Context: an optimization exercise on an open-source flow, tuned for small area, a short achievable clock period and few clock cycles per item. The choices shown serve that exercise and are no tape-out recipe. Only simulation tests tie the RTL to the original design; equivalence was not proved. Power is estimated from default activity; no workload was simulated.

==> flow/design.v <==
module minha_fpu_add #(parameter int W = 8)
(
    input  logic [W-1:0] a,
    input  logic [W-1:0] b,
    input  logic         cin,
    output logic [W-1:0] s,
    output logic         cout
);
    logic [W-1:0] p, g, gg, pp, ng, np;
    always_comb begin
        p  = a ^ b;
        g  = a & b;
        gg = g;
        pp = p;
        gg[0] = g[0] | (p[0] & cin);
        for (int k = 1; k < W; k = k * 2) begin
            ng = gg;
            np = pp;
            for (int i = 0; i < W; i++)
                if ((i / k) % 2 == 1) begin
                    ng[i] = gg[i] | (pp[i] & gg[(i / k) * k - 1]);
                    np[i] = pp[i] & pp[(i / k) * k - 1];
                end
            gg = ng;
            pp = np;
        end
        s    = p ^ {gg[W-2:0], cin};
        cout = gg[W-1];
    end
endmodule
module minha_fpu
(
    input logic clock_100KHz,
    input logic reset,
    input logic start,
    input logic [31:0] op_A_in,
    input logic [31:0] op_B_in,
    output logic [3:0] status_out,
    output logic [31:0] data_out,
    output logic done
);
    logic        sA, sB;
    logic [9:0]  eA, eB;
    logic [20:0] fA, fB;
    assign sA = op_A_in[31];
    assign sB = op_B_in[31];
    assign eA = op_A_in[30:21];
    assign eB = op_B_in[30:21];
    assign fA = op_A_in[20:0];
    assign fB = op_B_in[20:0];
    logic zA, zB, mA, mB, nan_res;
    assign zA = (op_A_in == 32'h0);
    assign zB = (op_B_in == 32'h0);
    assign mA = &eA;
    assign mB = &eB;
    assign nan_res = (mA && fA != 21'h0) || (mB && fB != 21'h0) || (mA && mB && (sA != sB));
    logic [9:0] dAB, dBA, d;
    logic       geE, leE, geM, unused0;
    minha_fpu_add #(10) u_dab (.a(eA), .b(~eB), .cin(1'b1), .s(dAB), .cout(geE));
    minha_fpu_add #(10) u_dba (.a(eB), .b(~eA), .cin(1'b1), .s(dBA), .cout(leE));
    logic [30:0] cmp_s;
    minha_fpu_add #(31) u_cmp (.a(op_A_in[30:0]), .b(~op_B_in[30:0]), .cin(1'b1), .s(cmp_s), .cout(geM));
    logic        swap, sX;
    logic [9:0]  eX;
    logic [20:0] fY;
    assign swap = !geM;
    assign sX = swap ? sB : sA;
    assign fY = swap ? fA : fB;
    assign eX = geE ? eA : eB;
    assign d  = geE ? dAB : dBA;
    logic        spec, big, pass_d, kill, selB, sub;
    logic [20:0] fXp;
    logic [21:0] mY, mYp;
    logic [22:0] m;
    assign spec   = !zA && !zB && (mA || mB);
    assign big    = (d[9:5] != 5'd0) || (d[4:0] > 5'd22);
    assign pass_d = zA || zB || mA || mB || big;
    assign kill   = zA || zB || mA || mB || (d[9:5] != 5'd0);
    assign selB   = zA || (!zB && swap);
    assign fXp    = spec ? {20'h0, nan_res} : (selB ? fB : fA);
    assign mY     = {1'b1, fY} >> d[4:0];
    assign mYp    = kill ? 22'h0 : mY;
    assign sub    = sA ^ sB;
    minha_fpu_add #(23) u_add (.a({2'b01, fXp}), .b({1'b0, mYp} ^ {23{sub}}), .cin(sub), .s(m), .cout(unused0));
    logic [9:0] e_raw, e_d;
    logic       s_d;
    logic [1:0] ps_d;
    always_comb begin
        if (zA)        begin e_raw = eB;     s_d = sB;  ps_d = 2'd0; end
        else if (zB)   begin e_raw = eA;     s_d = sA;  ps_d = 2'd0; end
        else if (spec) begin e_raw = 10'h3FF; s_d = nan_res ? 1'b0 : (mA ? sA : sB); ps_d = nan_res ? 2'd3 : 2'd1; end
        else           begin e_raw = eX;     s_d = sX;  ps_d = 2'd2; end
    end
    assign e_d = e_raw + {8'd0, pass_d, 1'b1};
    logic        s_q, pass_q;
    logic [9:0]  e_q;
    logic [22:0] m_q;
    logic [1:0]  ps_q;
    always_ff @(posedge clock_100KHz) begin
        if (start) begin
            s_q    <= s_d;
            pass_q <= pass_d;
            e_q    <= e_d;
            m_q    <= m;
            ps_q   <= ps_d;
        end
    end
    always_ff @(posedge clock_100KHz or negedge reset) begin
        if (!reset) done <= 1'b0;
        else if (start) done <= 1'b1;
    end
    logic [4:0]  z;
    logic [22:0] n5;
    always_comb begin
        logic [31:0] v;
        logic [4:0]  zz [32];
        logic [31:0] nv;
        logic [4:0]  nz [32];
        v = {m_q, 9'h1FF};
        for (int i = 0; i < 32; i++) zz[i] = 5'd0;
        for (int w = 1; w < 32; w = w * 2) begin
            nv = '0;
            for (int i = 0; i < 32; i++) nz[i] = 5'd0;
            for (int j = 0; j < 32 / (2 * w); j++) begin
                nv[j] = v[2*j+1] | v[2*j];
                nz[j] = v[2*j+1] ? zz[2*j+1] : (zz[2*j] | 5'(w));
            end
            v = nv;
            for (int i = 0; i < 32; i++) zz[i] = nz[i];
        end
        z = pass_q ? 5'd3 : zz[0];
        n5 = m_q << z;
    end
    logic [9:0] en;
    logic [4:0] eh1;
    logic       uf, nb, unused1;
    minha_fpu_add #(5) u_enl (.a(e_q[4:0]), .b(~z), .cin(1'b1), .s(en[4:0]), .cout(nb));
    minha_fpu_add #(5) u_enh (.a(e_q[9:5]), .b(5'h1F), .cin(1'b0), .s(eh1), .cout(unused1));
    assign en[9:5] = nb ? e_q[9:5] : eh1;
    assign uf = !pass_q && (m_q == 23'h0 || (e_q[9:5] == 5'd0 && e_q[4:0] == z));
    assign data_out = uf ? 32'h0 : {s_q, en, (pass_q ? m_q[20:19] : 2'b01), n5[21:3]};
    always_comb begin
        if (pass_q)  status_out = 4'b0001 << ps_q;
        else if (uf) status_out = 4'b0100;
        else         status_out = n5[2] ? 4'b1000 : 4'b0001;
    end
endmodule
clock: 11.0 ns
lec_check: 0
abc_area: 1
cap_margin: 20
core_margin: 2
core_utilization: 40
setup_slack_margin: 4.5
slew_margin: 20
standard.sh (not shown) runs the stock make flow with config.mk's settings and CLKGATE_MAP_FILE= SYNTH_SCRIPT=/design/flow/synth_recipe.tcl, a recipe that flattens the netlist after the stock synthesis.
==> flow/flow/run.sh <==
#!/bin/bash
# Standard ORFS layout (the standard.sh) with two changes:
# - the port buffers use sky130_fd_sc_hd__buf_1 instead of the cell buffer_ports
#   picks by default;
# - synthesis does not extract full/half adder cells (ADDER_MAP_FILE empty), so
#   ABC maps the prefix adders of the RTL itself.
set -euo pipefail
export BUFFER_PORTS_ARGS="-buffer_cell sky130_fd_sc_hd__buf_1"
export ADDER_MAP_FILE=
bash standard.sh > standard.log 2>&1
Testbench counts at the start, summed over its fixed seeds: cycles 24,000, items 24,000.
Then changed:
--- a/flow/design.v
+++ b/flow/design.v
@@ -58,8 +58,10 @@
     logic       geE, leE, geM, unused0;
     minha_fpu_add #(10) u_dab (.a(eA), .b(~eB), .cin(1'b1), .s(dAB), .cout(geE));
     minha_fpu_add #(10) u_dba (.a(eB), .b(~eA), .cin(1'b1), .s(dBA), .cout(leE));
-    logic [30:0] cmp_s;
-    minha_fpu_add #(31) u_cmp (.a(op_A_in[30:0]), .b(~op_B_in[30:0]), .cin(1'b1), .s(cmp_s), .cout(geM));
+    logic        geF;
+    logic [20:0] cmp_s;
+    minha_fpu_add #(21) u_cmp (.a(fA), .b(~fB), .cin(1'b1), .s(cmp_s), .cout(geF));
+    assign geM = !leE || (geE && geF);       
     logic        swap, sX;
     logic [9:0]  eX;
     logic [20:0] fY;
Result:
- die area went down by 1.6%
- routed wire length went down by 4.9%
- setup slack degrades by 0.042 ns
- power went up by 5.4%
- register-to-register slack stays flat
- synthesized area went down by 1.6%
- global-route usage went down by 0.71 points
- final area went down by 1.6%
- first-iteration DRC count went up by 2.2%
Testbench counts after the change, summed over its fixed seeds: cycles 24,000, items 24,000.

==> what the ideal ports hide <==
In the flow no input, the clock included, has a driving cell. The finished layouts below were timed again as built, in two steps. Step 1 assumes that a clkbuf_16 drives the clock port and a buf_2 every other input. Step 2, shift: input delay + t, output delay - t, t = (earliest + latest rising clock arrival at the registers) / 2. This alone moves slack from input paths to output paths. a / b / c = ideal / step 1 / step 2; a / b = the first two.
run | t (ns) | setup slack, ns | worst setup path at the end | slew at the worst register clock pin (ns)
the first run | 0.311 | 4.895 / 4.860 / 4.597 | input to register | 0.05 / 0.05
the second run | 0.307 | 4.853 / 4.817 / 4.589 | input to register | 0.05 / 0.05
After both steps setup and hold are still met in every run listed. The setup slack of the first run, which loses most, moves by -0.035 ns with the drivers and by -0.298 ns with both steps.
